What follows belongs to an exercise in optimizing a design on an open flow for small area; a production flow would make more cautious choices. Function was checked by simulation only, so behaviour that the tests miss may differ from the original. Power and IR drop assume default switching activity.

File: design/flow/flow/run.sh
#!/bin/bash
# Standard ORFS layout (the standard.sh, standard synthesis) with two changes:
#  - port buffers use sky130_fd_sc_hd__buf_1 (every port still gets its own buffer);
#  - clock tree: no dummy loads; clkbuf_16 root and trunk, clkbuf_4 leaf buffers
#    driving sink clusters of up to 8 flip-flops within 40 um.
# make's full output goes to flow_make.log; each ORFS step logs under orfs/logs/.
set -euo pipefail
bash standard.sh \
  "BUFFER_PORTS_ARGS=-buffer_cell sky130_fd_sc_hd__buf_1" \
  "CTS_ARGS=-sink_clustering_enable -repair_clock_nets -dont_use_dummy_load -buf_list {sky130_fd_sc_hd__clkbuf_4 sky130_fd_sc_hd__clkbuf_16} -root_buf sky130_fd_sc_hd__clkbuf_16 -tree_buf sky130_fd_sc_hd__clkbuf_16 -sink_clustering_buffer sky130_fd_sc_hd__clkbuf_4 -sink_clustering_size 8 -sink_clustering_max_diameter 40" \
  finish > flow_make.log 2>&1 || { tail -50 flow_make.log; exit 1; }
tail -5 flow_make.log
File: design/flow/config.mk
export PLATFORM = sky130hd
export DESIGN_NAME = PIO
export DESIGN_NICKNAME = PIO
export VERILOG_FILES = /design/flow/design.v
export SDC_FILE = /design/flow/constraint.sdc
export NUM_CORES = 4
export LEC_CHECK = 0
export CAP_MARGIN = 20
export CORE_MARGIN = 2
export CORE_UTILIZATION = 40
export SLEW_MARGIN = 20
File: design/flow/design.v
`timescale 1ps/1ps
module PIO_TO_CTRL #(
  parameter TCQ = 1
) (
  input               clk,
  input               rst_n,
  input               req_compl,
  input               compl_done,
  input               cfg_to_turnoff,
  output  reg         cfg_turnoff_ok
  );
  reg                 trn_pending;
  always @ ( posedge clk ) begin
    if (!rst_n )
    begin
      trn_pending <= 0;
    end
    else
    begin
      if (!trn_pending && req_compl)
        trn_pending <= 1'b1;
      else if (compl_done)
        trn_pending <= 1'b0;
    end
  end
  always @ ( posedge clk ) begin
    if (!rst_n )
    begin
      cfg_turnoff_ok <= 1'b0;
    end
    else
    begin
      if ( cfg_to_turnoff  && !trn_pending)
        cfg_turnoff_ok <= 1'b1;
      else
        cfg_turnoff_ok <= 1'b0;
    end
  end
endmodule  
`default_nettype none
`timescale 1ps/1ps
module TX_MUX # (
	parameter C_DATA_WIDTH = 64,
	parameter TCQ = 1,
	parameter KEEP_WIDTH = C_DATA_WIDTH / 8
)(
	input wire clk,
	input wire sys_rst,
	input wire s_axis_tx_tready,
	output wire [C_DATA_WIDTH-1:0] s_axis_tx_tdata,
	output wire [KEEP_WIDTH-1:0] s_axis_tx_tkeep,
	output wire s_axis_tx_tlast,
	output wire s_axis_tx_tvalid,
	output wire tx_src_dsc,
	input wire s_axis_tx1_req,
	output reg s_axis_tx1_ack,
	output wire s_axis_tx1_tready,
	input wire [C_DATA_WIDTH-1:0] s_axis_tx1_tdata,
	input wire [KEEP_WIDTH-1:0] s_axis_tx1_tkeep,
	input wire s_axis_tx1_tlast,
	input wire s_axis_tx1_tvalid,
	input wire tx1_src_dsc,
	input wire s_axis_tx2_req,
	output reg s_axis_tx2_ack,
	output wire s_axis_tx2_tready,
	input wire [C_DATA_WIDTH-1:0] s_axis_tx2_tdata,
	input wire [KEEP_WIDTH-1:0] s_axis_tx2_tkeep,
	input wire s_axis_tx2_tlast,
	input wire s_axis_tx2_tvalid,
	input wire tx2_src_dsc
);
always @(posedge clk) begin
	if (sys_rst) begin
		s_axis_tx1_ack <= 1'b0;
		s_axis_tx2_ack <= 1'b0;
	end else begin
		case ({s_axis_tx2_ack, s_axis_tx1_ack})
		2'b00: begin
			if (s_axis_tx1_req)
				s_axis_tx1_ack <= 1'b1;
			else if (s_axis_tx2_req)
				s_axis_tx2_ack <= 1'b1;
			else begin
				s_axis_tx1_ack <= 1'b0;
				s_axis_tx2_ack <= 1'b0;
			end
		end
		2'b01: begin
			if (~s_axis_tx1_req) begin
				s_axis_tx1_ack <= 1'b0;
				if (s_axis_tx2_req)
					s_axis_tx2_ack <= 1'b1;
			end
		end
		2'b10: begin
			if (~s_axis_tx2_req) begin
				s_axis_tx2_ack <= 1'b0;
				if (s_axis_tx1_req)
					s_axis_tx1_ack <= 1'b1;
			end
		end
		2'b11: begin
		end
		endcase
	end
end
assign s_axis_tx1_tready= s_axis_tx_tready & s_axis_tx1_ack;
assign s_axis_tx2_tready= s_axis_tx_tready & s_axis_tx2_ack;
assign s_axis_tx_tdata  = s_axis_tx2_tdata | (s_axis_tx1_tdata & {C_DATA_WIDTH{s_axis_tx1_tvalid & ~s_axis_tx2_ack}});
assign s_axis_tx_tkeep  = s_axis_tx2_ack ? s_axis_tx2_tkeep:  s_axis_tx1_tkeep;
assign s_axis_tx_tlast  = s_axis_tx2_ack ? s_axis_tx2_tlast:  s_axis_tx1_tlast;
assign s_axis_tx_tvalid = s_axis_tx2_ack ? s_axis_tx2_tvalid: s_axis_tx1_tvalid;
assign tx_src_dsc       = s_axis_tx2_ack ? tx2_src_dsc:       tx1_src_dsc;
endmodule  
`default_nettype wire
`default_nettype none
`timescale 1ps/1ps
module PIO_EP_MEM_ACCESS  #(
	parameter TCQ = 1
) (
	input wire clk,
	input wire sys_rst,
	output wire soft_reset,
	input wire        rd_bar0,      
	input wire  [5:0] rd_idx,       
	output wire [31:0] rd_data,
	input wire  [2:0] wr_tgt,       
	input wire  [3:0] wr_be,
	input wire [31:0] wr_data,
	input wire        wr_en,
	output reg  [2:0] dma_testmode,
	output reg [31:2] dma_addrl,
	output reg [15:0] dma_addrh,
	output reg [31:2] dma_length,
	output reg [31:0] dma_para,
	input wire        st_valid,
	input wire [11:0] dma_tx_pps,
	input wire [19:0] dma_tx_dw,
	input wire [11:0] dma_rx_pps,
	input wire [21:0] dma_rx_dw,
	input wire  [2:0] debug_valid,
	input wire [31:0] debug1,
	input wire [31:0] debug2,
	input wire [31:0] debug3,
	input wire [15:0] debug4,
	input wire        user_lnk_up,
	input wire [15:0] cfg_command,
	input wire [15:0] cfg_dcommand,
	input wire [15:0] cfg_lcommand,
	output reg  [1:0] pl_directed_link_change,
	output reg  [1:0] pl_directed_link_width,
	output reg        pl_directed_link_speed,
	output wire       pl_directed_link_auton,
	input wire        pl_directed_change_done,
	input wire        pl_sel_lnk_rate,
	input wire  [1:0] pl_sel_lnk_width,
	input wire  [5:0] pl_ltssm_state
);
reg [31:0] read_data;
reg req_link_change;
reg req_link_speed;
reg [1:0] req_link_width;
function [15:0] size_bytes;
	input [2:0] code;
	case (code)
	3'b000: size_bytes = 16'd128;
	3'b001: size_bytes = 16'd256;
	3'b010: size_bytes = 16'd512;
	3'b011: size_bytes = 16'd1024;
	3'b100: size_bytes = 16'd2048;
	3'b101: size_bytes = 16'd4096;
	default: size_bytes = 16'd0;
	endcase
endfunction
wire nr = ~sys_rst;
wire s00 = (rd_idx == 6'h00) & nr;
wire s01 = (rd_idx == 6'h01) & nr;
wire s02 = (rd_idx == 6'h02) & nr;
wire s03 = (rd_idx == 6'h03) & nr;
wire s04 = (rd_idx == 6'h04) & nr;
wire s05 = (rd_idx == 6'h05) & nr;
wire s06 = (rd_idx == 6'h06) & nr;
wire s08 = (rd_idx == 6'h08) & st_valid & nr;
wire s09 = (rd_idx == 6'h09) & st_valid & nr;
wire s0a = (rd_idx == 6'h0a) & st_valid & nr;
wire s0b = (rd_idx == 6'h0b) & st_valid & nr;
wire s10 = (rd_idx == 6'h10) & debug_valid[0] & nr;
wire s11 = (rd_idx == 6'h11) & debug_valid[1] & nr;
wire s12 = (rd_idx == 6'h12) & debug_valid[2] & nr;
wire s13 = (rd_idx == 6'h13) & nr;
wire [31:0] rd_mux =
	({32{s00}} & {3'h0, pl_sel_lnk_rate, 2'h0, pl_sel_lnk_width, 21'h0, dma_testmode}) |
	({32{s01}} & dma_para) |
	({32{s02}} & {cfg_command, cfg_lcommand}) |
	({32{s03}} & {size_bytes(cfg_dcommand[7:5]), size_bytes(cfg_dcommand[14:12])}) |
	({32{s04}} & {16'h0, dma_addrh}) |
	({32{s05}} & {dma_addrl, 2'b00}) |
	({32{s06}} & {dma_length, 2'b00}) |
	({32{s08}} & {20'h0, dma_tx_pps}) |
	({32{s09}} & {12'h0, dma_tx_dw}) |
	({32{s0a}} & {20'h0, dma_rx_pps}) |
	({32{s0b}} & {10'h0, dma_rx_dw}) |
	({32{s10}} & debug1) |
	({32{s11}} & debug2) |
	({32{s12}} & debug3) |
	({32{s13}} & {16'h0, debug4});
wire [31:0] wd = wr_data & {32{nr}};
wire we0 = wr_en && (wr_tgt == 3'd1);
wire we1 = wr_en && (wr_tgt == 3'd2);
wire we4 = wr_en && (wr_tgt == 3'd3);
wire we5 = wr_en && (wr_tgt == 3'd4);
wire we6 = wr_en && (wr_tgt == 3'd5);
always @(posedge clk) begin
	if (sys_rst | rd_bar0)
		read_data <= rd_mux;
	req_link_change <= we0 & wr_be[0] & nr;
	if (sys_rst | (we0 & wr_be[0])) begin
		req_link_speed <= wd[28];
		req_link_width <= wd[25:24];
	end
	if (sys_rst | (we0 & wr_be[3])) dma_testmode <= wd[2:0];
	if (sys_rst | (we1 & wr_be[0])) dma_para[31:24] <= wd[31:24];
	if (sys_rst | (we1 & wr_be[1])) dma_para[23:16] <= wd[23:16] | {3'b000, sys_rst, 1'b0, sys_rst, sys_rst, 1'b0};
	if (sys_rst | (we1 & wr_be[2])) dma_para[15: 8] <= wd[15:8] | {4'b0000, sys_rst, 1'b0, sys_rst, 1'b0};
	if (sys_rst | (we1 & wr_be[3])) dma_para[ 7: 0] <= wd[7:0] | {3'b000, sys_rst, 4'b0000};
	if (sys_rst | (we4 & wr_be[2])) dma_addrh[15: 8] <= wd[15:8];
	if (sys_rst | (we4 & wr_be[3])) dma_addrh[ 7: 0] <= wd[7:0] | {6'b000000, sys_rst, 1'b0};
	if (sys_rst | (we5 & wr_be[0])) dma_addrl[31:24] <= wd[31:24];
	if (sys_rst | (we5 & wr_be[1])) dma_addrl[23:16] <= wd[23:16];
	if (sys_rst | (we5 & wr_be[2])) dma_addrl[15: 8] <= wd[15:8];
	if (sys_rst | (we5 & wr_be[3])) dma_addrl[ 7: 2] <= wd[7:2];
	if (sys_rst | (we6 & wr_be[0])) dma_length[31:24] <= wd[31:24];
	if (sys_rst | (we6 & wr_be[1])) dma_length[23:16] <= wd[23:16];
	if (sys_rst | (we6 & wr_be[2])) dma_length[15: 8] <= wd[15:8];
	if (sys_rst | (we6 & wr_be[3])) dma_length[ 7: 2] <= wd[7:2];
end
localparam LC_IDLE  = 2'b00;
localparam LC_WAIT  = 2'b01;
localparam LC_WAIT2 = 2'b10;
reg [1:0] lc_state;
always @(posedge clk) begin
	if (sys_rst) begin
		lc_state <= LC_IDLE;
		pl_directed_link_change <= 2'b00;
		pl_directed_link_speed <= 1'b0;
		pl_directed_link_width <= 2'b00;
	end else begin
		case (lc_state)
		LC_IDLE: begin
			if (req_link_change && ((req_link_speed != pl_sel_lnk_rate) || (req_link_width != pl_sel_lnk_width)))
				lc_state <= LC_WAIT;
		end
		LC_WAIT: begin
			if (user_lnk_up && pl_ltssm_state == 6'h16) begin
				if (req_link_speed != pl_sel_lnk_rate) begin
					pl_directed_link_change[1] <= 1'b1;
					pl_directed_link_speed <= req_link_speed;
				end
				if (req_link_width != pl_sel_lnk_width) begin
					pl_directed_link_change[0] <= 1'b1;
					pl_directed_link_width <= req_link_width;
				end
				lc_state <= LC_WAIT2;
			end
		end
		LC_WAIT2: begin
			if (pl_directed_change_done || !user_lnk_up) begin
				pl_directed_link_change <= 2'b00;
				pl_directed_link_speed <= 1'b0;
				pl_directed_link_width <= 2'b00;
				lc_state <= LC_IDLE;
			end
		end
		default: ;
		endcase
	end
end
assign pl_directed_link_auton = 1'b0;
assign soft_reset = req_link_change;
assign rd_data = rd_bar0 ? read_data : 32'h0;
endmodule
`default_nettype wire
`timescale 1ps/1ps
module PIO_RX_ENGINE  #(
  parameter TCQ = 1,
  parameter C_DATA_WIDTH = 64,
  parameter KEEP_WIDTH = C_DATA_WIDTH / 8
) (
  input                         clk,
  input                         rst_n,
  input  [C_DATA_WIDTH-1:0]     m_axis_rx_tdata,
  input                         m_axis_rx_tvalid,
  input    [21:0]               m_axis_rx_tuser,
  output reg         req_compl,
  output reg         req_compl_wd,
  input              compl_done,
  output reg [2:0]   req_tc,
  output reg         req_td,
  output reg         req_ep,
  output reg [1:0]   req_attr,
  output reg [9:0]   req_len,
  output reg [15:0]  req_rid,
  output reg [7:0]   req_tag,
  output reg [3:0]   req_be,
  output reg         req_bar0,       
  output reg [5:0]   req_idx,        
  output reg [2:0]   wr_tgt,         
  output reg [3:0]   wr_be,
  output reg [31:0]  wr_data,
  output reg         wr_en
);
  localparam S_RST   = 3'd0;
  localparam S_RD    = 3'd1;    
  localparam S_WR32  = 3'd2;    
  localparam S_WR64  = 3'd3;    
  localparam S_DW3   = 3'd4;    
  localparam S_WAITW = 3'd5;    
  localparam S_WAITR = 3'd6;    
  localparam S_WAITS = 3'd7;    
  localparam T_NONE = 3'd0;
  localparam T_R00  = 3'd1;
  localparam T_R01  = 3'd2;
  localparam T_R04  = 3'd3;
  localparam T_R05  = 3'd4;
  localparam T_R06  = 3'd5;
  reg [2:0] state;
  reg       stuck;
  reg       rx_ready;
  wire sof_present = m_axis_rx_tuser[14];
  wire sof_mid     = m_axis_rx_tuser[13];
  wire bar0 = m_axis_rx_tuser[2] & ~m_axis_rx_tuser[4] & ~m_axis_rx_tuser[8];
  wire [63:0] hdr = sof_mid ? m_axis_rx_tdata[127:64] : m_axis_rx_tdata[63:0];
  wire [6:0]  fmt_type = hdr[30:24];
  wire        fmt_b7   = hdr[31];
  wire [9:0]  len      = hdr[9:0];
  wire        len1     = (len == 10'd1);
  wire        lennz    = (len != 10'd0);
  wire is_rd32 = (fmt_type == 7'b00_00000);
  wire is_wr32 = (fmt_type == 7'b10_00000);
  wire is_rd64 = (fmt_type == 7'b01_00000);
  wire is_wr64 = (fmt_type == 7'b11_00000);
  wire is_iord = (fmt_type == 7'b00_00010);
  wire is_iowr = (fmt_type == 7'b10_00010);
  function [2:0] tgt;
    input       b0;
    input [5:0] idx;
    begin
      if (!b0)
        tgt = T_NONE;
      else case (idx)
        6'h00: tgt = T_R00;
        6'h01: tgt = T_R01;
        6'h04: tgt = T_R04;
        6'h05: tgt = T_R05;
        6'h06: tgt = T_R06;
        default: tgt = T_NONE;
      endcase
    end
  endfunction
  wire sop = m_axis_rx_tvalid && rx_ready && sof_present;
  wire ld_rd_mid  = sof_mid && (((is_rd32 || is_rd64) && lennz) || (is_iord && len1));
  wire ld_rd_rt   = !sof_mid && (is_rd32 || is_rd64 || is_iord) && len1;
  wire ld_io      = is_iowr && len1;
  wire ld_wbe     = (is_wr32 || is_wr64 || is_iowr) && len1;
  always @(posedge clk) begin
    if (sop) begin
      req_len <= len;
      if (ld_rd_mid || ld_rd_rt || ld_io) begin
        req_tc   <= hdr[22:20];
        req_td   <= hdr[15];
        req_ep   <= hdr[14];
        req_attr <= hdr[13:12];
        req_rid  <= hdr[63:48];
        req_tag  <= hdr[47:40];
      end
      if (ld_wbe)
        wr_be <= hdr[35:32];
      stuck <= fmt_b7;
    end
    if (sop && !sof_mid && (is_wr32 || is_iowr)) begin
      wr_data <= m_axis_rx_tdata[127:96];
    end else if (state == S_WR32) begin
      wr_data <= m_axis_rx_tdata[63:32];
    end else if (state == S_WR64) begin
      wr_data <= m_axis_rx_tdata[95:64];
    end else begin
      wr_data <= m_axis_rx_tdata[31:0];
    end
    if (sop && !sof_mid)
      wr_tgt <= tgt(bar0, m_axis_rx_tdata[71:66]);
    else if (state == S_WR32 || state == S_WR64)
      wr_tgt <= tgt(bar0, m_axis_rx_tdata[7:2]);
  end
  always @(posedge clk) begin
    if (!rst_n) begin
      rx_ready     <= 1'b0;
      req_compl    <= 1'b0;
      req_compl_wd <= 1'b1;
      req_be       <= 4'b0;
      req_bar0     <= 1'b0;
      req_idx      <= 6'b0;
      wr_en        <= 1'b0;
      state        <= S_RST;
    end else begin
      wr_en        <= 1'b0;
      req_compl    <= 1'b0;
      case (state)
        S_RST: begin
          rx_ready     <= 1'b1;
          req_compl_wd <= 1'b1;
          if (sop) begin
            rx_ready <= 1'b0;
            if (sof_mid) begin
              if (ld_rd_mid)
                req_be <= hdr[35:32];
              if (ld_rd_mid)
                state <= S_RD;
              else if ((is_wr32 || is_iowr) && len1)
                state <= S_WR32;
              else if (is_wr64 && len1)
                state <= S_WR64;
            end else begin
              if (ld_rd_rt) begin
                req_be    <= hdr[35:32];
                req_bar0  <= bar0;
                req_idx   <= m_axis_rx_tdata[71:66];
                req_compl <= 1'b1;
                state     <= fmt_b7 ? S_WAITS : S_WAITR;
              end else if ((is_wr32 || is_iowr) && len1) begin
                wr_en     <= 1'b1;
                if (is_iowr) begin
                  req_compl    <= 1'b1;
                  req_compl_wd <= 1'b0;
                end
                state     <= fmt_b7 ? S_WAITS : S_WAITW;
              end else if (is_wr64) begin
                if (len1)
                  state <= S_DW3;
                else
                  state <= fmt_b7 ? S_WAITS : S_WAITW;
              end
            end
          end
        end
        S_RD: if (m_axis_rx_tvalid) begin
          req_bar0     <= bar0;
          req_idx      <= m_axis_rx_tdata[7:2];
          req_compl    <= 1'b1;
          req_compl_wd <= 1'b1;
          state        <= stuck ? S_WAITS : S_WAITR;
        end
        S_WR32, S_WR64, S_DW3: if (m_axis_rx_tvalid) begin
          wr_en <= 1'b1;
          state <= stuck ? S_WAITS : S_WAITW;
        end
        S_WAITW: begin
          rx_ready <= 1'b1;
          state    <= S_RST;
        end
        S_WAITR: if (compl_done) begin
          rx_ready <= 1'b1;
          state    <= S_RST;
        end
        default: ;
      endcase
    end
  end
endmodule  
`default_nettype none
`timescale 1ps/1ps
module PIO_TX_ENGINE    #(
  parameter C_DATA_WIDTH = 64,
  parameter TCQ = 1,
  parameter KEEP_WIDTH = C_DATA_WIDTH / 8
)(
  input wire        clk,
  input wire        rst_n,
  output  reg                     s_axis_tx_req,
  input wire                      s_axis_tx_ack,
  input wire                      s_axis_tx_tready,
  output  reg [C_DATA_WIDTH-1:0]  s_axis_tx_tdata,    
  output  wire [KEEP_WIDTH-1:0]   s_axis_tx_tkeep,
  output  wire                    s_axis_tx_tlast,
  output  reg                     s_axis_tx_tvalid,
  output wire                     tx_src_dsc,
  input wire                      req_compl,
  input wire                      req_compl_wd,
  output wire                     compl_done,
  input wire [2:0]                req_tc,
  input wire                      req_td,
  input wire                      req_ep,
  input wire [1:0]                req_attr,
  input wire [9:0]                req_len,
  input wire [15:0]               req_rid,
  input wire [7:0]                req_tag,
  input wire [3:0]                req_be,
  input wire [4:0]                req_addr,      
  input wire [31:0]               rd_data,
  input wire [15:0]               completer_id
);
localparam PIO_CPLD_FMT_TYPE      = 7'b10_01010;
localparam PIO_CPL_FMT_TYPE       = 7'b00_01010;
  reg [3:0]   rd_be;
  reg [11:0]  byte_count;
  reg [6:0]   lower_addr;
  reg         req_compl_q, req_compl_wd_q;
  reg         req_compl_q2, req_compl_wd_q2;
  reg         hold_state;
  reg         keep_hi, keep_lo;
  assign tx_src_dsc = 1'b0;
  always @(posedge clk)
    rd_be <= req_be;
  always @ (rd_be) begin
    casex (rd_be[3:0])
      4'b1xx1 : byte_count = 12'h004;
      4'b01x1 : byte_count = 12'h003;
      4'b1x10 : byte_count = 12'h003;
      4'b0011 : byte_count = 12'h002;
      4'b0110 : byte_count = 12'h002;
      4'b1100 : byte_count = 12'h002;
      4'b0001 : byte_count = 12'h001;
      4'b0010 : byte_count = 12'h001;
      4'b0100 : byte_count = 12'h001;
      4'b1000 : byte_count = 12'h001;
      4'b0000 : byte_count = 12'h001;
      default : byte_count = 12'h001;
    endcase
  end
  always @ (rd_be or req_addr or req_compl_wd_q2) begin
    casex ({req_compl_wd_q2, rd_be[3:0]})
       5'b1_0000 : lower_addr = {req_addr[4:0], 2'b00};
       5'b1_xxx1 : lower_addr = {req_addr[4:0], 2'b00};
       5'b1_xx10 : lower_addr = {req_addr[4:0], 2'b01};
       5'b1_x100 : lower_addr = {req_addr[4:0], 2'b10};
       5'b1_1000 : lower_addr = {req_addr[4:0], 2'b11};
       default   : lower_addr = 7'h0;
    endcase
  end
  always @ ( posedge clk ) begin
    if (!rst_n) begin
      req_compl_q     <= 1'b0;
      req_compl_wd_q  <= 1'b1;
      req_compl_q2    <= 1'b0;
      req_compl_wd_q2 <= 1'b0;
    end else begin
      req_compl_q     <= req_compl;
      req_compl_wd_q  <= req_compl_wd;
      req_compl_q2    <= req_compl_q;
      req_compl_wd_q2 <= req_compl_wd_q;
    end
  end
  wire pending = req_compl_q2 | hold_state;
  wire send    = pending & s_axis_tx_tready & s_axis_tx_ack;
  always @ ( posedge clk ) begin
    if (send)
      s_axis_tx_tdata <= {
                          rd_data,                   
                          req_rid,                   
                          req_tag,                   
                          {1'b0},                    
                          lower_addr,                
                          completer_id,              
                          {3'b0},                    
                          {1'b0},                    
                          byte_count,                
                          {1'b0},                    
                          (req_compl_wd_q2 ?
                          PIO_CPLD_FMT_TYPE :
                          PIO_CPL_FMT_TYPE),         
                          {1'b0},                    
                          req_tc,                    
                          {4'b0},                    
                          req_td,                    
                          req_ep,                    
                          req_attr,                  
                          {2'b0},                    
                          req_len                    
                          };
  end
  always @ ( posedge clk ) begin
    if (!rst_n) begin
      s_axis_tx_tvalid  <= 1'b0;
      keep_hi           <= 1'b0;
      keep_lo           <= 1'b0;
      s_axis_tx_req     <= 1'b0;
      hold_state        <= 1'b0;
    end else if (pending) begin
      if (send) begin
        s_axis_tx_tvalid  <= 1'b1;
        keep_hi           <= req_compl_wd_q2;
        keep_lo           <= 1'b1;
        hold_state        <= 1'b0;
        s_axis_tx_req     <= 1'b0;
      end else begin
        hold_state        <= 1'b1;
        s_axis_tx_req     <= 1'b1;
      end
    end else begin
      s_axis_tx_tvalid  <= 1'b0;
      keep_hi           <= 1'b1;
      keep_lo           <= 1'b1;
    end
  end
  assign s_axis_tx_tlast = s_axis_tx_tvalid;
  assign compl_done      = s_axis_tx_tvalid;
  assign s_axis_tx_tkeep = {{4{keep_hi}}, {12{keep_lo}}};
endmodule  
`default_nettype wire
`default_nettype none
`timescale 1ps/1ps
module PIO_DMATEST # (
	parameter C_DATA_WIDTH = 64,
	parameter TCQ = 1,
	parameter KEEP_WIDTH = C_DATA_WIDTH / 8
)(
	input wire clk,
	input wire sys_rst,
	input wire soft_reset,
	input wire s_axis_other_req,
	output reg s_axis_tx_req,
	input wire s_axis_tx_ack,
	input wire s_axis_tx_tready,
	output wire [C_DATA_WIDTH-1:0] s_axis_tx_tdata,
	output wire [KEEP_WIDTH-1:0] s_axis_tx_tkeep,
	output wire s_axis_tx_tlast,
	output wire s_axis_tx_tvalid,
	output wire tx_src_dsc,
	input wire [15:0] cfg_completer_id,
	input wire [C_DATA_WIDTH-1:0] m_axis_rx_tdata,
	input wire [KEEP_WIDTH-1:0] m_axis_rx_tkeep,
	input wire m_axis_rx_tlast,
	input wire m_axis_rx_tvalid,
	input wire [21:0] m_axis_rx_tuser,
	input wire [15:0] cfg_command,
	input wire [15:0] cfg_dcommand,
	input wire [15:0] cfg_lcommand,
	input wire [15:0] cfg_dcommand2,
	input wire  [2:0] dma_testmode,
	input wire [31:2] dma_addrl,
	input wire [15:0] dma_addrh,
	input wire [31:2] dma_length,
	input wire [31:0] dma_para,
	output reg        st_valid,
	output wire [11:0] dma_tx_pps,
	output wire [19:0] dma_tx_dw,
	output wire [11:0] dma_rx_pps,
	output wire [21:0] dma_rx_dw,
	output reg  [2:0] debug_valid,
	output reg [31:0] debug1,
	output reg [31:0] debug2,
	output reg [31:0] debug3,
	output wire [15:0] debug4
);
wire sof_present = m_axis_rx_tuser[14];
reg oneshot_1sec;
reg [11:0] lfsr_1sec;
wire lfsr_end = (lfsr_1sec == 12'he9d);
always @(posedge clk) begin
	if (sys_rst) begin
		lfsr_1sec <= 12'h001;
		oneshot_1sec <= 1'b0;
	end else begin
		oneshot_1sec <= lfsr_end;
		if (lfsr_end)
			lfsr_1sec <= 12'h001;
		else
			lfsr_1sec <= {lfsr_1sec[10:0], lfsr_1sec[11] ^ lfsr_1sec[10] ^ lfsr_1sec[9] ^ lfsr_1sec[3]};
	end
end
localparam TLP_TX_IDLE      = 2'd0;
localparam TLP_TX_WRITE     = 2'd1;
localparam TLP_TX_READ      = 2'd2;
localparam TLP_TX_READWAIT  = 2'd3;
localparam K_ZERO = 3'd0;
localparam K_W1   = 3'd1;
localparam K_W2   = 3'd2;
localparam K_W3   = 3'd3;
localparam K_W4   = 3'd4;
localparam K_WH   = 3'd5;	 
localparam K_RH   = 3'd6;	 
reg [1:0] tx_state;
reg rw_wait;
reg [15:0] tlp_tx_count;
reg [11:0] tlp_tx_pps;
reg [19:0] tlp_tx_dw;
reg [11:0] tlp_rx_pps;
reg [21:0] tlp_rx_dw;
reg [11:0] st_tx_pps;
reg [19:0] st_tx_dw;
reg [11:0] st_rx_pps;
reg [21:0] st_rx_dw;
reg [31:2] dma_addr;
reg [31:2] dma_len;
reg [7:0] tlp_tx_tag;
reg [7:0] tlp_rx_tag;
wire tx_done;
reg rx_done;
reg [15:0] tlp_remain;
reg [15:0] debug4_r;
reg [2:0]  kind;
reg [31:0] b_hi;	 
reg [15:0] b_ah;	 
reg [15:0] b_cid;	 
reg [7:0]  b_tag;	 
reg [7:0]  b_len;	 
wire read_fire = (tlp_tx_count == {8'h00, dma_para[15:8]});
wire read_send = read_fire && (tlp_remain <= dma_para[31:16]);
wire go_on = s_axis_tx_tready && !s_axis_other_req;
wire in_idle  = (tx_state == TLP_TX_IDLE);
wire in_write = (tx_state == TLP_TX_WRITE);
wire in_read  = (tx_state == TLP_TX_READ);
wire w4       = in_write && (tlp_tx_count[2:0] == 3'd4);    
wire rsend    = in_read && read_send;                       
wire adv      = w4 || rsend;                                
wire idle_go  = in_idle && !rw_wait && dma_testmode != 3'h0 && s_axis_other_req == 1'b0;
wire reload   = (idle_go && dma_addr == 30'h0) || (adv && dma_len == 30'h00);
wire cnt_clr  = in_idle || (tx_state == TLP_TX_READWAIT) || (w4 && go_on) || (in_read && read_fire);
wire [7:0] adv_len = adv ? dma_para[7:0] : 8'h00;
always @(posedge clk) begin
	if (sys_rst) begin
		s_axis_tx_req <= 1'b0;
		kind <= K_ZERO;
		tx_state <= TLP_TX_IDLE;
		rw_wait <= 1'b0;
	end else begin
		rw_wait <= 1'b0;
		kind <= K_ZERO;
		case (tx_state)
		TLP_TX_IDLE: begin
			if (rw_wait) begin
			end else if (idle_go) begin
				s_axis_tx_req <= 1'b1;
				if (s_axis_tx_ack && s_axis_tx_tready) begin
					if (dma_testmode == 3'b001)
						tx_state <= TLP_TX_WRITE;
					else if (dma_testmode[1])
						tx_state <= TLP_TX_READ;
					else if (dma_testmode[2])
						rw_wait <= 1'b1;
				end
			end else
				s_axis_tx_req <= 1'b0;
		end
		TLP_TX_WRITE: begin
			case (tlp_tx_count[2:0])
			3'd0: kind <= K_WH;
			3'd1: kind <= K_W1;
			3'd2: kind <= K_W2;
			3'd3: kind <= K_W3;
			3'd4: kind <= K_W4;
			default: begin
				s_axis_tx_req <= 1'b0;
				tx_state <= TLP_TX_IDLE;
			end
			endcase
		end
		TLP_TX_READ: begin
			if (read_fire) begin
				if (read_send) begin
					kind <= K_RH;
					if (go_on && dma_testmode[0])
						tx_state <= TLP_TX_READWAIT;
				end
				if (!go_on) begin
					s_axis_tx_req <= 1'b0;
					tx_state <= TLP_TX_IDLE;
				end
			end
		end
		TLP_TX_READWAIT: begin
			if (!go_on) begin
				s_axis_tx_req <= 1'b0;
				tx_state <= TLP_TX_IDLE;
			end else if (rx_done)
				tx_state <= TLP_TX_READ;
		end
		endcase
	end
end
always @(posedge clk) begin
	tlp_tx_count <= cnt_clr ? 16'h0 : tlp_tx_count + 16'h1;
	dma_len      <= reload ? dma_length : dma_len - {22'h00, adv_len};
	if (sys_rst) begin
		dma_addr   <= 30'h0;
		tlp_tx_tag <= 8'h0;
		tlp_rx_tag <= 8'h0;
	end else begin
		dma_addr   <= reload ? dma_addrl : dma_addr + {22'h00, adv_len};
		tlp_tx_tag <= tlp_tx_tag + {7'h00, w4};
		tlp_rx_tag <= tlp_rx_tag + {7'h00, rsend};
	end
	if (sys_rst || oneshot_1sec) begin
		tlp_tx_pps <= 12'h0;
		tlp_tx_dw  <= 20'h0;
	end else begin
		tlp_tx_pps <= tlp_tx_pps + {11'h000, adv};
		tlp_tx_dw  <= tlp_tx_dw + {12'h000, rsend ? dma_para[7:0] : 8'h00};
	end
end
always @(posedge clk) begin
	if (tx_state == TLP_TX_WRITE && tlp_tx_count[2:0] == 3'd1)
		b_hi <= {20'h0, tlp_tx_pps};
	else
		b_hi <= {dma_addr, 2'b00};
	b_ah <= dma_addrh;
	b_cid <= cfg_completer_id;
	b_tag <= (tx_state == TLP_TX_WRITE) ? tlp_tx_tag : tlp_rx_tag;
	b_len <= dma_para[7:0];
end
wire k_wh = (kind == K_WH) & s_axis_tx_ack;
wire k_rh = (kind == K_RH) & s_axis_tx_ack;
wire k_h  = k_wh | k_rh;
wire k_w1 = (kind == K_W1) & s_axis_tx_ack;
wire k_w2 = (kind == K_W2) & s_axis_tx_ack;
wire k_w3 = (kind == K_W3) & s_axis_tx_ack;
wire k_w4 = (kind == K_W4) & s_axis_tx_ack;
assign s_axis_tx_tvalid = (kind != K_ZERO);
assign s_axis_tx_tlast  = (kind == K_W4) | (kind == K_RH);
assign s_axis_tx_tkeep  = {KEEP_WIDTH{s_axis_tx_tvalid}};
assign s_axis_tx_tdata  =
	({128{k_h}}  & {b_hi, 16'h0, b_ah, b_cid, b_tag, 8'hFF, 8'h00, 8'h00, 8'h00, b_len}) |
	({128{k_wh}} & 128'h00000000_00000000_00000000_60000000) |
	({128{k_rh}} & 128'h00000000_00000000_00000000_20000000) |
	({128{k_w1}} & {b_hi, 96'hFFFF0000_FFFFFFFF_55D50040}) |
	({128{k_w2}} & 128'h0A5AC0A8_00004011_002E0000_08004500) |
	({128{k_w3}} & 128'hCC00CC00_001A0000_02660D5E_0165C0A8) |
	({128{k_w4}} & 128'h40414243_3C3D3E3F_38393A3B_34353637);
assign tx_src_dsc = 1'b0;
assign tx_done = (kind == K_W4) | (kind == K_RH);
wire cpld = m_axis_rx_tuser[13] ? (m_axis_rx_tdata[94:88] == 7'b1001010)
                                : (m_axis_rx_tdata[30:24] == 7'b1001010);
wire rx_hit = m_axis_rx_tvalid && sof_present && cpld;
wire [9:0] rx_len = m_axis_rx_tuser[13] ? m_axis_rx_tdata[73:64] : m_axis_rx_tdata[9:0];
always @(posedge clk) begin
	if (sys_rst) begin
		rx_done <= 1'b0;
		debug_valid <= 3'b000;
	end else begin
		rx_done <= rx_hit;
		if (rx_hit) begin
			if (tlp_rx_pps == 12'd0) debug_valid[0] <= 1'b1;
			if (tlp_rx_pps == 12'd1) debug_valid[1] <= 1'b1;
			if (tlp_rx_pps == 12'd2) debug_valid[2] <= 1'b1;
		end
	end
	if (sys_rst || oneshot_1sec) begin
		tlp_rx_pps <= 12'h0;
		tlp_rx_dw <= 22'h0;
	end else begin
		tlp_rx_pps <= tlp_rx_pps + {11'h000, rx_hit};
		tlp_rx_dw <= tlp_rx_dw + {12'h000, rx_hit ? rx_len : 10'h000};
	end
end
always @(posedge clk) begin
	if (oneshot_1sec) begin
		st_tx_pps <= tlp_tx_pps;
		st_tx_dw <= tlp_tx_dw;
		st_rx_pps <= tlp_rx_pps;
		st_rx_dw <= tlp_rx_dw;
	end
	if (rx_hit && tlp_rx_pps == 12'd0) debug1 <= m_axis_rx_tdata[127:96];
	if (rx_hit && tlp_rx_pps == 12'd1) debug2 <= m_axis_rx_tdata[127:96];
	if (rx_hit && tlp_rx_pps == 12'd2) debug3 <= m_axis_rx_tdata[127:96];
end
always @(posedge clk) begin
	if (sys_rst)
		st_valid <= 1'b0;
	else if (oneshot_1sec)
		st_valid <= 1'b1;
end
wire rem_inc = tx_done && !rx_done;
wire rem_dec = !tx_done && rx_done;
always @(posedge clk) begin
	if (sys_rst || soft_reset) begin
		tlp_remain <= 16'd0;
		if (sys_rst)
			debug4_r <= 16'h0;
	end else begin
		debug4_r <= tlp_remain;
		tlp_remain <= tlp_remain + {{15{rem_dec}}, rem_inc | rem_dec};
	end
end
assign dma_tx_pps = st_tx_pps;
assign dma_tx_dw  = st_tx_dw;
assign dma_rx_pps = st_rx_pps;
assign dma_rx_dw  = st_rx_dw;
assign debug4     = debug4_r;
endmodule
`default_nettype wire
`timescale 1ps/1ps
module PIO_EP #(
  parameter C_DATA_WIDTH = 64,	     
  parameter KEEP_WIDTH = C_DATA_WIDTH / 8,	       
  parameter TCQ	= 1
) (
  input			 sys_rst,
  input			 clk,
  input			 rst_n,
  input                  user_lnk_up,
  output  [1:0]                 pl_directed_link_change,
  output  [1:0]                 pl_directed_link_width,
  output                        pl_directed_link_speed,
  output                        pl_directed_link_auton,
  input                         pl_directed_change_done,
  input                         pl_sel_lnk_rate,
  input [1:0]                   pl_sel_lnk_width,
  input [5:0]                   pl_ltssm_state,
  input			 s_axis_tx_tready,
  output  [C_DATA_WIDTH-1:0]    s_axis_tx_tdata,
  output  [KEEP_WIDTH-1:0]      s_axis_tx_tkeep,
  output			s_axis_tx_tlast,
  output			s_axis_tx_tvalid,
  output			tx_src_dsc,
  input   [C_DATA_WIDTH-1:0]    m_axis_rx_tdata,
  input   [KEEP_WIDTH-1:0]      m_axis_rx_tkeep,
  input			 m_axis_rx_tlast,
  input			 m_axis_rx_tvalid,
  output			m_axis_rx_tready,
  input   [21:0]		m_axis_rx_tuser,
  output			req_compl,
  output			compl_done,
  input   [15:0]		cfg_completer_id,
  input [15:0]                  cfg_command,
  input [15:0]                  cfg_dcommand,
  input [15:0]                  cfg_lcommand,
  input [15:0]                  cfg_dcommand2,
	input [3:0] dipsw,
	output [7:0] led
);
    wire  [13:0]      rd_addr;
    wire  [3:0]       rd_be;
    wire  [31:0]      rd_data;
    wire  [2:0]       wr_tgt;
    wire  [3:0]       wr_be;
    wire  [31:0]      wr_data;
    wire	      wr_en;
    wire	      wr_busy;
    wire	      req_compl_int;
    wire	      req_compl_wd;
    wire	      compl_done_int;
    wire  [2:0]       req_tc;
    wire	      req_td;
    wire	      req_ep;
    wire  [1:0]       req_attr;
    wire  [9:0]       req_len;
    wire  [15:0]      req_rid;
    wire  [7:0]       req_tag;
    wire  [3:0]       req_be;
    wire              req_bar0;
    wire  [5:0]       req_idx;
    wire  [15:0]      req_addr = {1'b0, req_bar0, 6'b0, req_idx, 2'b00};
    wire              m_axis_rx_tready1;
    assign m_axis_rx_tready = 1'b1;  
wire  [2:0] dma_testmode;
wire [31:2] dma_addrl;
wire [15:0] dma_addrh;
wire [31:2] dma_length;
wire [31:0] dma_para;
wire        st_valid;
wire [11:0] dma_tx_pps;
wire [19:0] dma_tx_dw;
wire [11:0] dma_rx_pps;
wire [21:0] dma_rx_dw;
wire  [2:0] debug_valid;
wire soft_reset;
wire [7:0] debug = 8'h00;
wire [31:0] debug1, debug2, debug3;
wire [15:0] debug4;
    PIO_EP_MEM_ACCESS  #(
       .TCQ( TCQ )
       ) EP_MEM_inst (
      .sys_rst(sys_rst),
      .clk(clk),
      .soft_reset(soft_reset),
      .rd_bar0(req_bar0),
      .rd_idx(req_idx),
      .rd_data(rd_data),
      .wr_tgt(wr_tgt),
      .wr_be(wr_be),
      .wr_data(wr_data),
      .wr_en(wr_en),
      .dma_testmode(dma_testmode),
      .dma_addrl(dma_addrl),
      .dma_addrh(dma_addrh),
      .dma_length(dma_length),
      .dma_para(dma_para),
      .st_valid(st_valid),
      .dma_tx_pps(dma_tx_pps),
      .dma_tx_dw(dma_tx_dw),
      .dma_rx_pps(dma_rx_pps),
      .dma_rx_dw(dma_rx_dw),
      .debug_valid(debug_valid),
      .debug1(debug1),
      .debug2(debug2),
      .debug3(debug3),
      .debug4(debug4),
      .user_lnk_up(user_lnk_up),
      .cfg_command( cfg_command ),
      .cfg_dcommand( cfg_dcommand ),
      .cfg_lcommand( cfg_lcommand ),
      .pl_directed_link_auton( pl_directed_link_auton ),
      .pl_directed_link_change( pl_directed_link_change ),
      .pl_directed_link_speed( pl_directed_link_speed ),
      .pl_directed_link_width( pl_directed_link_width ),
      .pl_directed_change_done( pl_directed_change_done ),
      .pl_sel_lnk_rate ( pl_sel_lnk_rate ),
      .pl_sel_lnk_width ( pl_sel_lnk_width ),
      .pl_ltssm_state ( pl_ltssm_state )
      );
  PIO_RX_ENGINE #(
    .C_DATA_WIDTH( C_DATA_WIDTH ),
    .KEEP_WIDTH( KEEP_WIDTH ),
    .TCQ( TCQ )
  ) EP_RX_inst (
    .clk(clk),
    .rst_n(rst_n),
    .m_axis_rx_tdata( m_axis_rx_tdata ),
    .m_axis_rx_tvalid( m_axis_rx_tvalid ),
    .m_axis_rx_tuser ( m_axis_rx_tuser ),
    .req_compl(req_compl_int),
    .req_compl_wd(req_compl_wd),
    .compl_done(compl_done_int),
    .req_tc(req_tc),
    .req_td(req_td),
    .req_ep(req_ep),
    .req_attr(req_attr),
    .req_len(req_len),
    .req_rid(req_rid),
    .req_tag(req_tag),
    .req_be(req_be),
    .req_bar0(req_bar0),
    .req_idx(req_idx),
    .wr_tgt(wr_tgt),
    .wr_be(wr_be),
    .wr_data(wr_data),
    .wr_en(wr_en)
  );
wire s_axis_tx1_req, s_axis_tx2_req;
wire s_axis_tx1_ack, s_axis_tx2_ack;
wire s_axis_tx1_tready, s_axis_tx2_tready;
wire [C_DATA_WIDTH-1:0] s_axis_tx1_tdata, s_axis_tx2_tdata;
wire [KEEP_WIDTH-1:0] s_axis_tx1_tkeep, s_axis_tx2_tkeep;
wire s_axis_tx1_tlast, s_axis_tx2_tlast;
wire s_axis_tx1_tvalid, s_axis_tx2_tvalid;
wire tx1_src_dsc, tx2_src_dsc;
TX_MUX # (
	.C_DATA_WIDTH( C_DATA_WIDTH ),
	.KEEP_WIDTH( KEEP_WIDTH ),
	.TCQ( TCQ )
) TXMUX_inst (
	.clk(clk),
	.sys_rst(sys_rst),
	.s_axis_tx_tready(s_axis_tx_tready),
	.s_axis_tx_tdata(s_axis_tx_tdata),
	.s_axis_tx_tkeep(s_axis_tx_tkeep),
	.s_axis_tx_tlast(s_axis_tx_tlast),
	.s_axis_tx_tvalid(s_axis_tx_tvalid),
	.tx_src_dsc(tx_src_dsc),
	.s_axis_tx1_req(s_axis_tx1_req),
	.s_axis_tx1_ack(s_axis_tx1_ack),
	.s_axis_tx1_tready(s_axis_tx1_tready),
	.s_axis_tx1_tdata(s_axis_tx1_tdata),
	.s_axis_tx1_tkeep(s_axis_tx1_tkeep),
	.s_axis_tx1_tlast(s_axis_tx1_tlast),
	.s_axis_tx1_tvalid(s_axis_tx1_tvalid),
	.tx1_src_dsc(tx1_src_dsc),
	.s_axis_tx2_req(s_axis_tx2_req),
	.s_axis_tx2_ack(s_axis_tx2_ack),
	.s_axis_tx2_tready(s_axis_tx2_tready),
	.s_axis_tx2_tdata(s_axis_tx2_tdata),
	.s_axis_tx2_tkeep(s_axis_tx2_tkeep),
	.s_axis_tx2_tlast(s_axis_tx2_tlast),
	.s_axis_tx2_tvalid(s_axis_tx2_tvalid),
	.tx2_src_dsc(tx2_src_dsc)
);
  PIO_TX_ENGINE #(
    .C_DATA_WIDTH( C_DATA_WIDTH ),
    .KEEP_WIDTH( KEEP_WIDTH ),
    .TCQ( TCQ )
  )EP_TX_inst(
    .clk(clk),				   
    .rst_n(rst_n),			       
    .s_axis_tx_req(s_axis_tx1_req),
    .s_axis_tx_ack(s_axis_tx1_ack),
    .s_axis_tx_tready( s_axis_tx1_tready ),       
    .s_axis_tx_tdata( s_axis_tx1_tdata ),	 
    .s_axis_tx_tkeep( s_axis_tx1_tkeep ),	 
    .s_axis_tx_tlast( s_axis_tx1_tlast ),	 
    .s_axis_tx_tvalid( s_axis_tx1_tvalid ),       
    .tx_src_dsc( tx1_src_dsc ),		   
    .req_compl(req_compl_int),		 
    .req_compl_wd(req_compl_wd),	       
    .compl_done(compl_done_int),		 
    .req_tc(req_tc),			   
    .req_td(req_td),			   
    .req_ep(req_ep),			   
    .req_attr(req_attr),		       
    .req_len(req_len),			 
    .req_rid(req_rid),			 
    .req_tag(req_tag),			 
    .req_be(req_be),			   
    .req_addr(req_idx[4:0]),
    .rd_data(rd_data),			 
    .completer_id(cfg_completer_id)	    
    );
PIO_DMATEST # (
	.C_DATA_WIDTH( C_DATA_WIDTH ),
	.KEEP_WIDTH( KEEP_WIDTH ),
	.TCQ( TCQ )
) PIO_DMATEST_inst (
	.clk(clk),
	.sys_rst(sys_rst),
        .soft_reset(soft_reset),
	.s_axis_other_req(s_axis_tx1_req),
	.s_axis_tx_req(s_axis_tx2_req),
	.s_axis_tx_ack(s_axis_tx2_ack),
	.s_axis_tx_tready( s_axis_tx2_tready ),       
	.s_axis_tx_tdata( s_axis_tx2_tdata ),	 
	.s_axis_tx_tkeep( s_axis_tx2_tkeep ),	 
	.s_axis_tx_tlast( s_axis_tx2_tlast ),	 
	.s_axis_tx_tvalid( s_axis_tx2_tvalid ),       
	.tx_src_dsc( tx2_src_dsc ),		   
	.cfg_completer_id(cfg_completer_id),    
	.m_axis_rx_tdata( m_axis_rx_tdata ),     
	.m_axis_rx_tkeep( m_axis_rx_tkeep ),     
	.m_axis_rx_tlast( m_axis_rx_tlast ),     
	.m_axis_rx_tvalid( m_axis_rx_tvalid ),   
	.m_axis_rx_tuser ( m_axis_rx_tuser ),    
        .cfg_command( cfg_command ),
        .cfg_dcommand( cfg_dcommand ),
        .cfg_lcommand( cfg_lcommand ),
        .cfg_dcommand2( cfg_dcommand2 ),
	.dma_testmode(dma_testmode),
	.dma_addrl(dma_addrl),
	.dma_addrh(dma_addrh),
	.dma_length(dma_length),
	.dma_para(dma_para),
	.st_valid(st_valid),
	.dma_tx_pps(dma_tx_pps),
	.dma_tx_dw(dma_tx_dw),
	.dma_rx_pps(dma_rx_pps),
	.dma_rx_dw(dma_rx_dw),
	.debug_valid(debug_valid),
	.debug1(debug1),
	.debug2(debug2),
	.debug3(debug3),
	.debug4(debug4)
);
assign led = debug;
assign req_compl  = req_compl_int;
assign compl_done = compl_done_int;
endmodule  
`timescale 1ps/1ps
module PIO #(
  parameter C_DATA_WIDTH = 128,             
  parameter KEEP_WIDTH = C_DATA_WIDTH / 8,               
  parameter TCQ        = 1
)(
  input                         sys_rst,
  input                         user_clk,
  input                         user_reset,
  input                         user_lnk_up,
  output  [1:0]                 pl_directed_link_change,
  output  [1:0]                 pl_directed_link_width,
  output                        pl_directed_link_speed,
  output                        pl_directed_link_auton,
  input                         pl_directed_change_done,
  input                         pl_sel_lnk_rate,
  input [1:0]                   pl_sel_lnk_width,
  input [5:0]                   pl_ltssm_state,
  input                         s_axis_tx_tready,
  output  [C_DATA_WIDTH-1:0]    s_axis_tx_tdata,
  output  [KEEP_WIDTH-1:0]      s_axis_tx_tkeep,
  output                        s_axis_tx_tlast,
  output                        s_axis_tx_tvalid,
  output                        tx_src_dsc,
  input  [C_DATA_WIDTH-1:0]     m_axis_rx_tdata,
  input  [KEEP_WIDTH-1:0]       m_axis_rx_tkeep,
  input                         m_axis_rx_tlast,
  input                         m_axis_rx_tvalid,
  output                        m_axis_rx_tready,
  input    [21:0]               m_axis_rx_tuser,
  input                         cfg_to_turnoff,
  output                        cfg_turnoff_ok,
  input [15:0]                  cfg_completer_id,
  input [15:0]                  cfg_command,
  input [15:0]                  cfg_dcommand,
  input [15:0]                  cfg_lcommand,
  input [15:0]                  cfg_dcommand2,
	input [3:0] dipsw,
	output [7:0] led
);  
  wire          req_compl;
  wire          compl_done;
  reg           pio_reset_n;
  always @(posedge user_clk) begin
    if (user_reset)
        pio_reset_n <= 1'b0;
    else
        pio_reset_n <= user_lnk_up;
  end
  PIO_EP  #(
    .C_DATA_WIDTH( C_DATA_WIDTH ),
    .KEEP_WIDTH( KEEP_WIDTH ),
    .TCQ( TCQ )
  ) PIO_EP_inst (
    .sys_rst( sys_rst ),
    .clk( user_clk ),                              
    .rst_n( pio_reset_n ),                         
    .user_lnk_up( user_lnk_up ),
    .pl_directed_link_change( pl_directed_link_change ),
    .pl_directed_link_width( pl_directed_link_width ),
    .pl_directed_link_speed( pl_directed_link_speed ),
    .pl_directed_link_auton( pl_directed_link_auton ),
    .pl_directed_change_done ( pl_directed_change_done ),
    .pl_sel_lnk_rate ( pl_sel_lnk_rate ),
    .pl_sel_lnk_width ( pl_sel_lnk_width ),
    .pl_ltssm_state ( pl_ltssm_state ),
    .s_axis_tx_tready( s_axis_tx_tready ),         
    .s_axis_tx_tdata( s_axis_tx_tdata ),           
    .s_axis_tx_tkeep( s_axis_tx_tkeep ),           
    .s_axis_tx_tlast( s_axis_tx_tlast ),           
    .s_axis_tx_tvalid( s_axis_tx_tvalid ),         
    .tx_src_dsc( tx_src_dsc ),                     
    .m_axis_rx_tdata( m_axis_rx_tdata ),           
    .m_axis_rx_tkeep( m_axis_rx_tkeep ),           
    .m_axis_rx_tlast( m_axis_rx_tlast ),           
    .m_axis_rx_tvalid( m_axis_rx_tvalid ),         
    .m_axis_rx_tready( m_axis_rx_tready ),         
    .m_axis_rx_tuser ( m_axis_rx_tuser ),          
    .req_compl(req_compl),                         
    .compl_done(compl_done),                       
    .cfg_completer_id ( cfg_completer_id ),         
    .cfg_command( cfg_command ),
    .cfg_dcommand( cfg_dcommand ),
    .cfg_lcommand( cfg_lcommand ),
    .cfg_dcommand2( cfg_dcommand2 ),
	.dipsw(dipsw),
	.led(led)
  );
  PIO_TO_CTRL #(
    .TCQ( TCQ )
  ) PIO_TO_inst  (
    .clk( user_clk ),                        
    .rst_n( pio_reset_n ),                   
    .req_compl( req_compl ),                 
    .compl_done( compl_done ),               
    .cfg_to_turnoff( cfg_to_turnoff ),       
    .cfg_turnoff_ok( cfg_turnoff_ok )        
  );
endmodule  
File: design/flow/constraint.sdc
create_clock -name core_clock -period 8.0 [get_ports {user_clk}]
set_input_delay 1.6000 -clock core_clock [delete_from_list [all_inputs] [get_ports {user_clk}]]
set_output_delay 1.6000 -clock core_clock [all_outputs]
set_load 0.01 [all_outputs]
File: design/flow/standard.sh
#!/bin/bash
# synth_recipe.tcl (not shown) runs the flow's synth.tcl, then flattens the netlist and writes it again
# the make line also repeats each setting of config.mk as NAME=value (left out here)
make -C /OpenROAD-flow-scripts/flow DESIGN_CONFIG=/design/flow/config.mk WORK_HOME=/design/flow/orfs CLKGATE_MAP_FILE= SYNTH_SCRIPT=/design/flow/synth_recipe.tcl "${@:-finish}"
==> results of run 1 <==
[registers in the layout, summed over array words and instances, names as in the netlist, 20 cells and up]
| register | flops |
|---|---|
| PIO_EP_inst.PIO_DMATEST_inst.debug3 | 32 |
| PIO_EP_inst.PIO_DMATEST_inst.st_tx_dw | 20 |
| PIO_EP_inst.PIO_DMATEST_inst.dma_len | 30 |
| PIO_EP_inst.PIO_DMATEST_inst.tlp_tx_dw | 20 |
| PIO_EP_inst.PIO_DMATEST_inst.debug1 | 32 |
| PIO_EP_inst.PIO_DMATEST_inst.dma_addr | 30 |
| PIO_EP_inst.EP_MEM_inst.dma_addrl | 30 |
| PIO_EP_inst.EP_MEM_inst.read_data | 32 |
| PIO_EP_inst.EP_MEM_inst.dma_length | 30 |
| PIO_EP_inst.EP_RX_inst.wr_data | 32 |
| PIO_EP_inst.PIO_DMATEST_inst.b_hi | 32 |
| PIO_EP_inst.EP_TX_inst.s_axis_tx_tdata | 100 |
| PIO_EP_inst.PIO_DMATEST_inst.tlp_rx_dw | 22 |
| PIO_EP_inst.PIO_DMATEST_inst.debug2 | 32 |
| PIO_EP_inst.EP_MEM_inst.dma_para | 32 |
| PIO_EP_inst.PIO_DMATEST_inst.st_rx_dw | 22 |
[path summary, 6_finish.rpt]
check / to / slack, ps / cells after the start
setup / recovery: PIO_EP_inst.PIO_DMATEST_inst.tlp_tx_dw[18]$_SDFF_PP0_ / 2220 / 18
hold / removal: PIO_EP_inst.EP_TX_inst.rd_be[3]$_DFF_P_ / 340 / 0
setup reg to reg: PIO_EP_inst.PIO_DMATEST_inst.tlp_tx_dw[18]$_SDFF_PP0_ / 2220 / 18
hold reg to reg: PIO_EP_inst.EP_TX_inst.rd_be[3]$_DFF_P_ / 340 / 0
[metrics by stage]
step / cell area (um^2) / setup WS [ps] / std cells / total power [W]
4_1_cts: 39500 / 2340 / 4629 / 0.00909
6_report: 39500 / 2220 / 4633 / 0.00908
5_1_grt: 39500 / 1780 / 4630 / 0.00947
3_3_place_gp: 38200 / 2020 / 4497 / 0.00662
3_5_place_dp: 38200 / 1990 / 4497 / 0.00663
2_1_floorplan: 35800 / 1570 / 3114 / 0.00627
[critical path: cells and delay by family (launching register included)]
family                     cells  cell delay (ps)
and+or+nand+nor                7             2210
adders and majority gates      2              550
buffers and inverters          2              380
AOI/OAI and AO/OA              7             2170
DFF                            1              360
[cells by family (layout without fill, tap and decap cells)]
group / count (synthesis) / after routing / synth area share [%]
compound gates: 649 / 649 / 12.9
xor+xnor: 146 / 146 / 3.58
fa+ha+maj: 97 / 97 / 3.49
buf+inv: 261 / 612 / 3.28
flops: 827 / 827 / 59.6
mux: 111 / 111 / 3.34
other cells: 2 / 18 / 0.0210
simple gates: 1008 / 1008 / 13.9
[layer usage]
metal  routed length [um]  GRT usage [%]
met5                   91              0
met4                 4680           10.1
met3                10700           4.88
met2                55100           39.6
met1                51800           36.4
[cells in the final DEF (no fill, tap or decap), drive strengths merged, types with 52 or more instances in the layout]
cell	synthesis	final
edfxtp	473	473
buf	59	397
dfxtp	354	354
nand2	261	261
nor2	250	250
a21oi	144	144
clkbuf	120	133
o21ai	117	117
and2	108	108
nand3	91	91
ha	91	91
xor2	83	83
inv	82	82
nor2b	67	67
mux2	66	66
a22oi	64	64
xnor2	63	63
a221o	54	54
a21o	52	52
[area by class of cell]
cell class	instances	share of cell area, %
Sequential cell	827	53.9
Multi-Input combinational cell	2026	34.1
Timing Repair Buffer	398	4.30
Tap cell	1165	3.69
Clock buffer	132	3.26
Inverter	82	0.779
Antenna cell	3	0.0190
[power by group]
group / internal, W / switching [W] / total [W]
sequential: 0.00476 / 0.000241 / 0.00500
clock: 0.00104 / 0.00147 / 0.00250
combinational: 0.000542 / 0.00103 / 0.00158
==> impl_metrics.yaml, run 1 <==
outcome:
  status: "timing/DRC/antenna clean"
logic_synthesis:
  synth_top_area_share_pct: 39.7
  yosysWarnings: 7
  synthFlopType: "edfxtp_1"
  avgSynthCellArea_um2: 11.5
  post-synth-top-count-cell: "edfxtp_1"
  synthTopCellsByArea: "edfxtp_1, dfxtp_1, ha_1"
  synth_top_cell_by_area: "edfxtp_1"
  synth_async_sr_flop_share_pct: 0
  yosysSeqAreaShare_pct: 59.6
  synth_cell_type_count: 79
  post_synth_instance_area_mm2: 0.0357
  synth_cells: 3101
  synth_common_cells: "edfxtp_1, dfxtp_1, nand2_1, nor2_1, a21oi_1"
  synth-edff-count: 473
  ys_ff_latch: 827
floorplanning:
  rows: 109
  ios: 431
  die_x_um: 303
  die_h_um: 303
  die_area_mm2: 0.0918
  core_area_mm2: 0.0885
  start_util_pct: 40.4
sta:
  slew_headroom_pct: 24.2
  skew_ps: 59.9
  finalHoldViolations: 0
  worst_pin_slew_ps: 1120
  period_needed_ps: 5780
  fin_crit_sh_pct: 72.3
  setup_viol: 0
  setup_tns_ps: 0
  rsz0062_at_grt: "no"
  max_freq_ghz: 0.173
  finalMaxSlewViolations: 0
  whs_ps: 342
worst_setup_path:
  critical_path.max_stage_delay_ps: 730
  crit_chain: "nor4_1 > nand4_1 > nor4_1 > nand2_1 > a21oi_1 > buf_4 > and2_1 > ha_1 > inv_1 > fa_1 > nor2b_1 > o21ai_0 > a21boi_0 > o21ai_0 > a21oi_1 > o21ai_0 > or4_1 > a21oi_1"
  end_kind: "flip-flop"
  required_ps: 8600
  startpoint: "PIO_EP_inst.PIO_DMATEST_inst.tlp_tx_count[11]$_SDFF_PP0_"
  slowest_stage: "nor4_1"
  r2r-start: "PIO_EP_inst.PIO_DMATEST_inst.tlp_tx_count[11]$_SDFF_PP0_"
  cp_data_arrival_time_ps: 6390
  start_kind: "flip-flop"
  crit_fanout: 8
  path_class: "reg2reg"
drt:
  ant_nets: 0
  avgRoutedWirePerCell_um: 26.4
  drc_errors: 0
  viasPerCell: 5.75
  drt_pass1_iterations: 30
  vias: 26623
  first_iter_violations: 3198
  routed_wirelength_um: 122000
clock_tree:
  cts_made_buffers: 132
  postCtsSetupBuffers: 0
  hold_buffers: 0
  cts_resized: 0
  clk_pin_slew_ps: 90
  clock-root-buffer: "clkbuf_16"
  h-tree-depth: 4
  cts.sinks: 827
  tritoncts: "yes"
  cts_buffer_depth: 3
  clk_latency_ps: 680
global_route:
  grt_pass1_wl_um: 171000
  grt_max_degree: 70
  antenna_found_initial: 11
  grt-ovfl-total: 0
  first_global_vias: 24749
  grt.total_usage_pct: 25.9
min_path:
  hold_path_startpoint: "PIO_EP_inst.EP_RX_inst.req_be[3]$_SDFFE_PN0P_"
  hold_path_class: "reg2reg"
cells_and_area:
  nets: 3831
  multi_input_area_mm2: 0.0135
  ff_latch_area_mm2: 0.0213
  fill_cells: 8391
  final_util_pct: 44.7
  syn_to_final_growth_pct: 10.6
  drive_gt1_share_pct: 8.74
placed_design:
  dp_hpwl_um: 89400
  port_buffers: 351
  place_congestion: 0.923
flow_run:
  drv_cap: 0
power:
  p_leak_nw: 14.5
  power_density_mw_per_mm2: 230
  peakVddDrop_v: 0.000292
==> run 2, diff against run 1 <==
==> design/flow/flow/run.sh (replaced) <==
#!/bin/bash
# Standard ORFS layout (the standard.sh, standard synthesis) with two changes:
#  - port buffers use sky130_fd_sc_hd__buf_1 (every port still gets its own buffer);
#  - clock tree: no dummy loads; clkbuf_16 root and trunk, clkbuf_4 leaf buffers
#    driving sink clusters of up to 9 flip-flops within 40 um.
# make's full output goes to flow_make.log; each ORFS step logs under orfs/logs/.
set -euo pipefail
bash standard.sh \
  "BUFFER_PORTS_ARGS=-buffer_cell sky130_fd_sc_hd__buf_1" \
  "CTS_ARGS=-sink_clustering_enable -repair_clock_nets -dont_use_dummy_load -buf_list {sky130_fd_sc_hd__clkbuf_4 sky130_fd_sc_hd__clkbuf_16} -root_buf sky130_fd_sc_hd__clkbuf_16 -tree_buf sky130_fd_sc_hd__clkbuf_16 -sink_clustering_buffer sky130_fd_sc_hd__clkbuf_4 -sink_clustering_size 9 -sink_clustering_max_diameter 40" \
  finish > flow_make.log 2>&1 || { tail -50 flow_make.log; exit 1; }
tail -5 flow_make.log
==> run 2 against run 1 <==
Against the previous run: first-iteration DRC count rose by 1.6%; clock power fell by 9.2%; clock skew rose by 6.4 ps; non-clock buffer count did not move; maximum frequency fell by 1.3%; largest cell class unchanged; largest power group unchanged; highest routed layer unchanged.
==> impl_metrics.yaml, run 2 <==
worst_setup_path:
  cp_data_arrival_time_ps: 6400
  path_class: "reg2reg"
  crit_fanout: 8
  critical_path.max_stage_delay_ps: 790
  slowest_stage: "nor4_1"
  start_kind: "flip-flop"
  crit_chain: "nor4_1 > nand4_1 > nor4_1 > nand2_1 > a21oi_1 > buf_4 > and2_1 > ha_1 > inv_1 > fa_1 > nor2b_1 > o21ai_0 > a21boi_0 > o21ai_0 > a21oi_1 > o21ai_0 > or4_1 > a21oi_1"
  required_ps: 8540
  end_kind: "flip-flop"
flow_run:
  drv_cap: 0
clock_tree:
  cts_made_buffers: 119
  cts.sinks: 827
  h-tree-depth: 3
  cts_resized: 0
  hold_buffers: 0
  clk_pin_slew_ps: 110
  postCtsSetupBuffers: 0
  clk_latency_ps: 630
  cts_buffer_depth: 3
  tritoncts: "yes"
  clock-root-buffer: "clkbuf_16"
logic_synthesis:
  synthFlopType: "edfxtp_1"
  synthTopCellsByArea: "edfxtp_1, dfxtp_1, ha_1"
  synth-edff-count: 473
  post_synth_instance_area_mm2: 0.0357
  avgSynthCellArea_um2: 11.5
  ys_ff_latch: 827
  synth_cells: 3101
  synth_common_cells: "edfxtp_1, dfxtp_1, nand2_1, nor2_1, a21oi_1"
  synth_cell_type_count: 79
  synth_top_cell_by_area: "edfxtp_1"
  synth_top_area_share_pct: 39.7
  yosysWarnings: 7
  yosysSeqAreaShare_pct: 59.6
  post-synth-top-count-cell: "edfxtp_1"
  synth_async_sr_flop_share_pct: 0
global_route:
  antenna_found_initial: 10
  grtUsageMet1_pct: 36.4
  first_global_vias: 24598
  busiest_layer: "met2"
  grt_max_degree: 70
  grt-ovfl-total: 0
  grt_use_met2_pct: 39.7
  met3_usage_pct: 4.68
  grt.total_usage_pct: 25.7
  grt_pass1_wl_um: 171000
sta:
  setup_tns_ps: 0
  setup_viol: 0
  slew_headroom_pct: 23.8
  max_freq_ghz: 0.171
  worst_pin_slew_ps: 1130
  fin_crit_sh_pct: 73.3
  skew_ps: 66.3
  rsz0062_at_grt: "no"
  finalHoldViolations: 0
  finalMaxSlewViolations: 0
  period_needed_ps: 5860
outcome:
  status: "timing/DRC/antenna clean"
floorplanning:
  die_x_um: 303
  rows: 109
  die_h_um: 303
  ios: 431
  die_area_mm2: 0.0918
  core_area_mm2: 0.0885
  start_util_pct: 40.4
cells_and_area:
  largest_reg_flops: 100
  final_common_cell: "edfxtp_1"
  syn_to_final_growth_pct: 9.93
  layout_common_cells: "edfxtp_1, dfxtp_1, buf_1, nand2_1, nor2_1"
  finalInstanceArea_mm2: 0.0393
  top_register: "PIO_EP_inst.EP_TX_inst.s_axis_tx_tdata"
  nets: 3818
  drive_gt1_share_pct: 8.40
drt:
  ant_nets: 0
  first_iter_violations: 3248
  vias: 26589
  routed_wirelength_um: 122000
  drt_pass1_iterations: 30
  avgRoutedWirePerCell_um: 26.4
  viasPerCell: 5.75
  drc_errors: 0
placed_design:
  dp_hpwl_um: 89400
  placed_cell_area_mm2: 0.0382
  place_congestion: 0.923
  port_buffers: 351
power:
  power_density_mw_per_mm2: 225
  peakVddDrop_v: 0.000277
  p_leak_nw: 14.3
min_path:
  hold_path_class: "reg2reg"
-- run 2: cell counts after synthesis --
No cell type changed its count.
-- run 2: power by group --
part	switching, W	internal [W]	leakage [nW]
sequential	0.000239	0.00476	7.42
combinational	0.00103	0.000543	6.29
clock	0.00142	0.000841	0.617
-- run 2: through the flow --
stage	hold WS (ps)	power (W)	util [%]	instances	setup WS, ps
after floorplan	331	0.00627	-	3114	1570
after global placement	340	0.00662	43.1	4497	2020
after detailed placement	340	0.00663	43.2	4497	1990
after CTS	359	0.00883	44.3	4616	2320
after global routing	371	0.00922	44.4	4617	1740
final	360	0.00884	44.4	4621	2140
-- run 2: kinds of logic (layout without fill, tap and decap cells) --
logic type | after synthesis | in the layout | share of synthesized area (%)
mux | 111 | 111 | 3.34
xor+xnor | 146 | 146 | 3.58
simple gates | 1008 | 1008 | 13.9
fa+ha+maj | 97 | 97 | 3.49
flops | 827 | 827 | 59.6
buf+inv | 261 | 599 | 3.28
other cells | 2 | 19 | 0.0210
compound gates | 649 | 649 | 12.9
-- run 2: worst max-delay path: cells and delay by family (launching register included) --
family	cells	cell delay (ps)
flip-flops	1	370
AND/OR/NAND/NOR	7	2310
buffers and inverters	2	380
AO/OA/AOI/OAI	7	2140
adder cells (fa/ha/maj)	2	550
-- run 2: layer usage --
layer	wire length (um)	vias to the layer above
met5	66	-
met4	4100	10
met3	10800	220
met2	55600	1327
met1	51400	13000
li1	-	12032
-- run 2: cell type report --
cell class                      count  area (um^2)
Antenna cell                        4         10.0
Inverter                           82          308
Clock buffer                      119         1050
Sequential cell                   827        21300
Timing Repair Buffer              398         1700
Multi-Input combinational cell   2026        13500
Tap cell                         1165         1460
Fill cell                        8383        49200
-- run 2: path summary, 6_finish.rpt --
path | start | end | slack [ps] | cells past startpoint
max | PIO_EP_inst.PIO_DMATEST_inst.tlp_tx_count[11]$_SDFF_PP0_ | PIO_EP_inst.PIO_DMATEST_inst.tlp_tx_dw[18]$_SDFF_PP0_ | 2140 | 18
min | PIO_EP_inst.EP_RX_inst.req_be[1]$_SDFFE_PN0P_ | PIO_EP_inst.EP_TX_inst.rd_be[1]$_DFF_P_ | 360 | 0
max reg2reg | PIO_EP_inst.PIO_DMATEST_inst.tlp_tx_count[11]$_SDFF_PP0_ | PIO_EP_inst.PIO_DMATEST_inst.tlp_tx_dw[18]$_SDFF_PP0_ | 2140 | 18
min reg2reg | PIO_EP_inst.EP_RX_inst.req_be[1]$_SDFFE_PN0P_ | PIO_EP_inst.EP_TX_inst.rd_be[1]$_DFF_P_ | 360 | 0

-- static timing again, ports no longer ideal --
In the flow no input, the clock included, has a driving cell. The finished layouts below were timed again as built, in two steps. Step 1 assumes that a clkbuf_16 drives the clock port and a buf_2 every other input. Step 2 times the ports against the registers' clock, not the clock port: input delays grow and output delays shrink by t, the midpoint of the rising clock arrivals with the driver on. a / b / c = no drivers / after step 1 / after step 2; a / b = the first two.
run	t (ns)	slack for setup (ns)	hold WS [ns]	worst setup path after step 2	pins driven straight from the clock port
run 1	0.730	2.217 / 2.217 / 1.889	0.342 / 0.342 / 0.342	input to register	1
run 2	0.673	2.138 / 2.138 / 1.880	0.360 / 0.360 / 0.360	input to register	1
After both steps setup and hold are still met in every run listed. The setup slack of run 1, which loses most, moves by 0.000 ns with the drivers and by -0.328 ns with both steps.
